From an optimization exercise on the open Yosys and OpenROAD flow, aimed at small area, a short achievable clock period and few clock cycles; shortcuts taken in it are not production practice.
Only simulation tests tie the RTL to the original design; equivalence was not proved.
No driver is modelled on the clock port, so clocking that relies on it looks cheaper here than on a real chip.
Power is estimated from default activity; no workload was simulated.

## cpu_pl
module cpu_pl(
    input clk,
    input rst,
    output [31:0] imem_addr,
    input [31:0] imem_rdata,
    output [31:0] dmem_addr,
    output [31:0] dmem_wdata,
    output [3:0] dmem_wstrb,
    input [31:0] dmem_rdata
);
reg [7:0] pc;
reg [7:0] ras;           
reg d_valid;
reg [31:0] d_inst;
reg [7:0] d_pc;
reg [7:0] d_alt;         
reg d_apc, d_bu, d_blink, d_bimm, d_brs2;   
reg [31:1] d_sel1, d_sel2;   
reg e_we, e_ld, e_st, e_br, e_jalr;
reg e_shf;               
reg [4:0] e_rd;
reg [4:0] e_rs1;         
reg [2:0] e_mf3;         
reg [31:0] e_a, e_b;
reg [11:0] e_i;          
reg [2:0] e_f3;          
reg e_sub, e_arith;
reg [8:0] e_op;          
reg e_pred;
reg [7:0] e_alt;
reg w_we;
reg [4:0] w_rd;
reg [31:0] w_res;
reg [31:0] w_sdata;
reg [3:0] w_strb;
reg [31:0] m_addr;
wire [31:0] rf [1:31];
wire stall;              
wire d_stall;            
wire sh_more;            
wire redirect;
wire [7:0] redirect_pc;
wire [31:0] alu;
wire [31:0] ld;
wire [31:0] fi = imem_rdata;
wire f_jal = fi[6:2] == 5'b11011;
wire f_br = fi[6:2] == 5'b11000;
wire f_jalr = fi[6:2] == 5'b11001;
wire [7:0] f_tgt_j = pc + fi[29:22];
wire [7:0] f_tgt_b = pc + {fi[29:25], fi[11:9]};
wire [7:0] f_inc = pc + 8'd1;
wire [7:0] f_next = f_jal ? f_tgt_j : (f_br & fi[31]) ? f_tgt_b : f_jalr ? ras : f_inc;
wire [7:0] f_alt = f_br ? (fi[31] ? f_inc : f_tgt_b) : ras;
assign imem_addr = {18'b0, 2'b11, 2'b00, pc, 2'b00};
always @(posedge clk or posedge rst) begin
    if (rst) begin
        pc <= 8'd0;
        ras <= 8'd0;
        d_valid <= 1'b0;
    end else begin
        if (redirect) pc <= redirect_pc;
        else if (!stall) pc <= f_next;
        if (!stall && (f_jal | f_jalr) && fi[11:7] == 5'd1) ras <= f_inc;
        if (redirect) d_valid <= 1'b0;
        else if (!stall) d_valid <= 1'b1;
    end
end
always @(posedge clk) begin
    if (!stall) begin
        d_inst <= fi;
        d_pc <= pc;
        d_alt <= f_alt;
    end
end
wire [4:0] n_rs1 = stall ? d_inst[19:15] : fi[19:15];
wire [4:0] n_rs2 = stall ? d_inst[24:20] : fi[24:20];
genvar gr;
generate
  ...
Settings: LEC_CHECK=0, CAP_MARGIN=10, CORE_MARGIN=2, CORE_UTILIZATION=40, CTS_CLUSTER_DIAMETER=125, CTS_CLUSTER_SIZE=24, GPL_TIMING_DRIVEN=1, PLACE_DENSITY=0.5, SLEW_MARGIN=10, SYNTH_HIERARCHICAL=1, SYNTH_MINIMUM_KEEP_SIZE=0; clock period 10.5 ns.
standard.sh (not shown) runs the stock make flow with config.mk's settings and CLKGATE_MAP_FILE= SYNTH_SCRIPT=/design/flow/synth_recipe.tcl, a recipe that flattens the netlist after the stock synthesis.
==> flow/flow/run.sh <==
#!/bin/bash
# Layout flow: the standard flow (standard.sh), with the port buffers made
# of a small buffer cell, timing repair aimed below the clock period, and a
# second round of setup repair after clock tree synthesis and after global
# routing.
set -euo pipefail
F=$(cd "$(dirname "$0")" && pwd)
bash standard.sh synth > flow_synth.log 2>&1
bash standard.sh \
    "BUFFER_PORTS_ARGS=-buffer_cell sky130_fd_sc_hd__buf_1" \
    "SETUP_SLACK_MARGIN=7" \
    "POST_CTS_TCL=$F/post_cts.tcl" \
    "POST_GLOBAL_ROUTE_TCL=$F/post_grt.tcl" \
    finish > flow_layout.log 2>&1
==> flow/flow/post_cts.tcl <==
# a second round of setup repair after clock tree synthesis
estimate_parasitics -placement
repair_timing -setup -setup_margin $::env(SETUP_SLACK_MARGIN) -repair_tns 100 -max_passes 1000 -verbose
detailed_placement
check_placement -verbose
==> flow/flow/post_grt.tcl <==
# a second round of setup repair on global-route parasitics, with the routing
# of the changed nets redone and the route guides written again
global_route -start_incremental
repair_timing -setup -setup_margin $::env(SETUP_SLACK_MARGIN) -repair_tns 100 -max_passes 1000 -verbose
detailed_placement
global_route -end_incremental
estimate_parasitics -global_routing
write_guides $::env(RESULTS_DIR)/route.guide
Testbench counts at the start, summed over its fixed seeds: cycles 442,009.
==> next run, changes <==
--- a/flow/flow/run.sh
+++ b/flow/flow/run.sh
@@ -4,2 +4 @@
-# second round of setup repair after clock tree synthesis and after global
-# routing.
+# second round of setup repair after clock tree synthesis.
@@ -13 +11,0 @@
-    "POST_GLOBAL_ROUTE_TCL=$F/post_grt.tcl" \
==> flow/flow/post_cts.tcl (replaced) <==
# a second round of setup repair after clock tree synthesis
estimate_parasitics -placement
repair_timing -setup -setup_margin 7.3 -repair_tns 100 -max_passes 1000 -verbose
detailed_placement
check_placement -verbose
removed: flow/flow/post_grt.tcl
After rerunning:
- The changed run completed without violations
- power came out higher by 2.6%
- critical path depth climbs by 9
- core utilization increases by 0.80 points
- area after synthesis is unchanged
- wire length grows by 0.95%
- clock power is about the same
- hold slack stays flat
- register-to-register slack gains 40 ps
- final area went up by 1.8%
==> next run, changes <==
--- a/flow/flow/run.sh
+++ b/flow/flow/run.sh
@@ -11,0 +12 @@
+    "MATCH_CELL_FOOTPRINT=0" \
==> flow/flow/post_cts.tcl (replaced) <==
# a second round of setup repair after clock tree synthesis
estimate_parasitics -placement
repair_timing -setup -setup_margin $::env(SETUP_SLACK_MARGIN) -repair_tns 100 -max_passes 1000 -verbose
detailed_placement
check_placement -verbose
- area after synthesis does not change
- first-iteration DRC count rose by 4.6%
- final area fell by about 2%
- cell count fell by 0.79%
- via count fell by 1.1%

cpu_pl again, from the RTL that the note above started with.
export LEC_CHECK = 0
export CAP_MARGIN = 10
export CORE_MARGIN = 2
export CORE_UTILIZATION = 40
export CTS_CLUSTER_DIAMETER = 125
export CTS_CLUSTER_SIZE = 24
export GPL_TIMING_DRIVEN = 1
export PLACE_DENSITY = 0.5
export SLEW_MARGIN = 10
export SYNTH_HIERARCHICAL = 1
export SYNTH_MINIMUM_KEEP_SIZE = 0
create_clock -name core_clock -period 10.5 [get_ports {clk}]
==> flow/flow/run.sh <==
#!/bin/bash
# Layout flow: the standard flow (standard.sh), with the port buffers made
# of a small buffer cell, timing repair aimed below the clock period, and a
# second round of setup repair after clock tree synthesis.
set -euo pipefail
F=$(cd "$(dirname "$0")" && pwd)
bash standard.sh synth > flow_synth.log 2>&1
bash standard.sh \
    "BUFFER_PORTS_ARGS=-buffer_cell sky130_fd_sc_hd__buf_1" \
    "SETUP_SLACK_MARGIN=7" \
    "POST_CTS_TCL=$F/post_cts.tcl" \
    finish > flow_layout.log 2>&1
==> flow/flow/post_cts.tcl <==
# a second round of setup repair after clock tree synthesis
estimate_parasitics -placement
repair_timing -setup -setup_margin $::env(SETUP_SLACK_MARGIN) -repair_tns 100 -max_passes 1000 -verbose
detailed_placement
check_placement -verbose
The first run finished with timing, DRC and antenna clean.
Testbench counts at the start, summed over its fixed seeds: cycles 442,009.
Edit:
==> flow/flow/post_cts.tcl (replaced) <==
# a second round of setup repair after clock tree synthesis, then smaller
# cells where the slack allows
estimate_parasitics -placement
repair_timing -setup -setup_margin $::env(SETUP_SLACK_MARGIN) -repair_tns 100 -max_passes 1000 -verbose
repair_timing -recover_power 100 -setup_margin 6.9 -verbose
detailed_placement
check_placement -verbose
=> The changed run went through all stages and came out clean. Combinational power is about the same. Cell area increases by 1.1%. Maximum frequency fell by 2.1%. Critical path depth is higher by 2.
Edit:
==> flow/flow/run.sh (replaced) <==
#!/bin/bash
# Layout flow: the standard flow (standard.sh), with the port buffers made
# of a fast buffer cell and timing repair aimed below the clock period.
set -euo pipefail
bash standard.sh synth > flow_synth.log 2>&1
bash standard.sh \
    "BUFFER_PORTS_ARGS=-buffer_cell sky130_fd_sc_hd__buf_1" \
    "SETUP_SLACK_MARGIN=7" \
    finish > flow_layout.log 2>&1
removed: flow/flow/post_cts.tcl
Die area stays the same.
Sequential power is about the same.
Routed wire length went up by 0.51%.
Critical path depth went down by 2.
Synthesized cell count is unchanged.
Register-to-register slack degrades by 30 ps.
Fmax went down by 0.70%.
Via count hardly moves.
Edit:
==> flow/flow/run.sh (replaced) <==
#!/bin/bash
# Layout flow: the standard flow (standard.sh), with the port buffers made
# of a small buffer cell, timing repair aimed below the clock period, and a
# second round of setup repair after clock tree synthesis.
set -euo pipefail
F=$(cd "$(dirname "$0")" && pwd)
bash standard.sh synth > flow_synth.log 2>&1
bash standard.sh \
    "BUFFER_PORTS_ARGS=-buffer_cell sky130_fd_sc_hd__buf_1" \
    "SETUP_SLACK_MARGIN=7" \
    "POST_CTS_TCL=$F/post_cts.tcl" \
    finish > flow_layout.log 2>&1
==> flow/flow/post_cts.tcl (new file) <==
# a second round of setup repair after clock tree synthesis
estimate_parasitics -placement
repair_timing -setup -setup_margin $::env(SETUP_SLACK_MARGIN) -repair_tns 100 -max_passes 1000 -verbose
detailed_placement
check_placement -verbose
CAP_MARGIN = 5   (was 10)
SLEW_MARGIN = 5   (was 10)
The new run produced a clean layout.
Utilization stays flat.
Worst hold slack barely changes.
Maximum frequency rose by 2.8%.
Sequential cell count stays the same.
Non-clock buffer count goes down by 12.
Setup slack improves by 99 ps.
Combinational power hardly moves.
Cell area stays flat.

static timing again, ports no longer ideal:
How much do the figures lean on ideal ports? The routed layouts below were timed once more, with nothing changed but the port constraints.
Step 1, drivers: a clkbuf_16 drives clk and a buf_2 each remaining input, both assumed.
Step 2 adds t to the input delays and takes it off the output delays; t is the mean of the earliest and latest rising clock arrival at the registers after step 1. Input paths then give back, and output paths get back, about the clock's delay inside the block.
Three values: ideal ports, drivers, drivers and shift; two values: the first two.
run | t, ns | slack for setup (ns) | worst setup path after step 2 | clock arrival spread, ns | worst slew at a driven data input, ns
the first run of note 1 | 0.789 | 6.957 / 6.957 / 6.266 | input to register | 0.053 / 0.053 | 0.17
the second run of note 1 | 0.797 | 6.997 / 6.954 / 6.386 | input to register | 0.052 / 0.052 | 0.15
the third run of note 1 | 0.810 | 6.759 / 6.759 / 6.249 | input to register | 0.050 / 0.050 | 0.15
the first run of note 2 | 0.791 | 6.966 / 6.934 / 6.212 | input to register | 0.056 / 0.056 | 0.16
the second run of note 2 | 0.801 | 6.892 / 6.892 / 6.229 | input to register | 0.056 / 0.056 | 0.17
the third run of note 2 | 0.786 | 6.867 / 6.867 / 6.253 | input to register | 0.055 / 0.054 | 0.17
the fourth run of note 2 | 0.791 | 6.966 / 6.934 / 6.212 | input to register | 0.056 / 0.056 | 0.16
After both steps setup and hold are still met in every run listed.
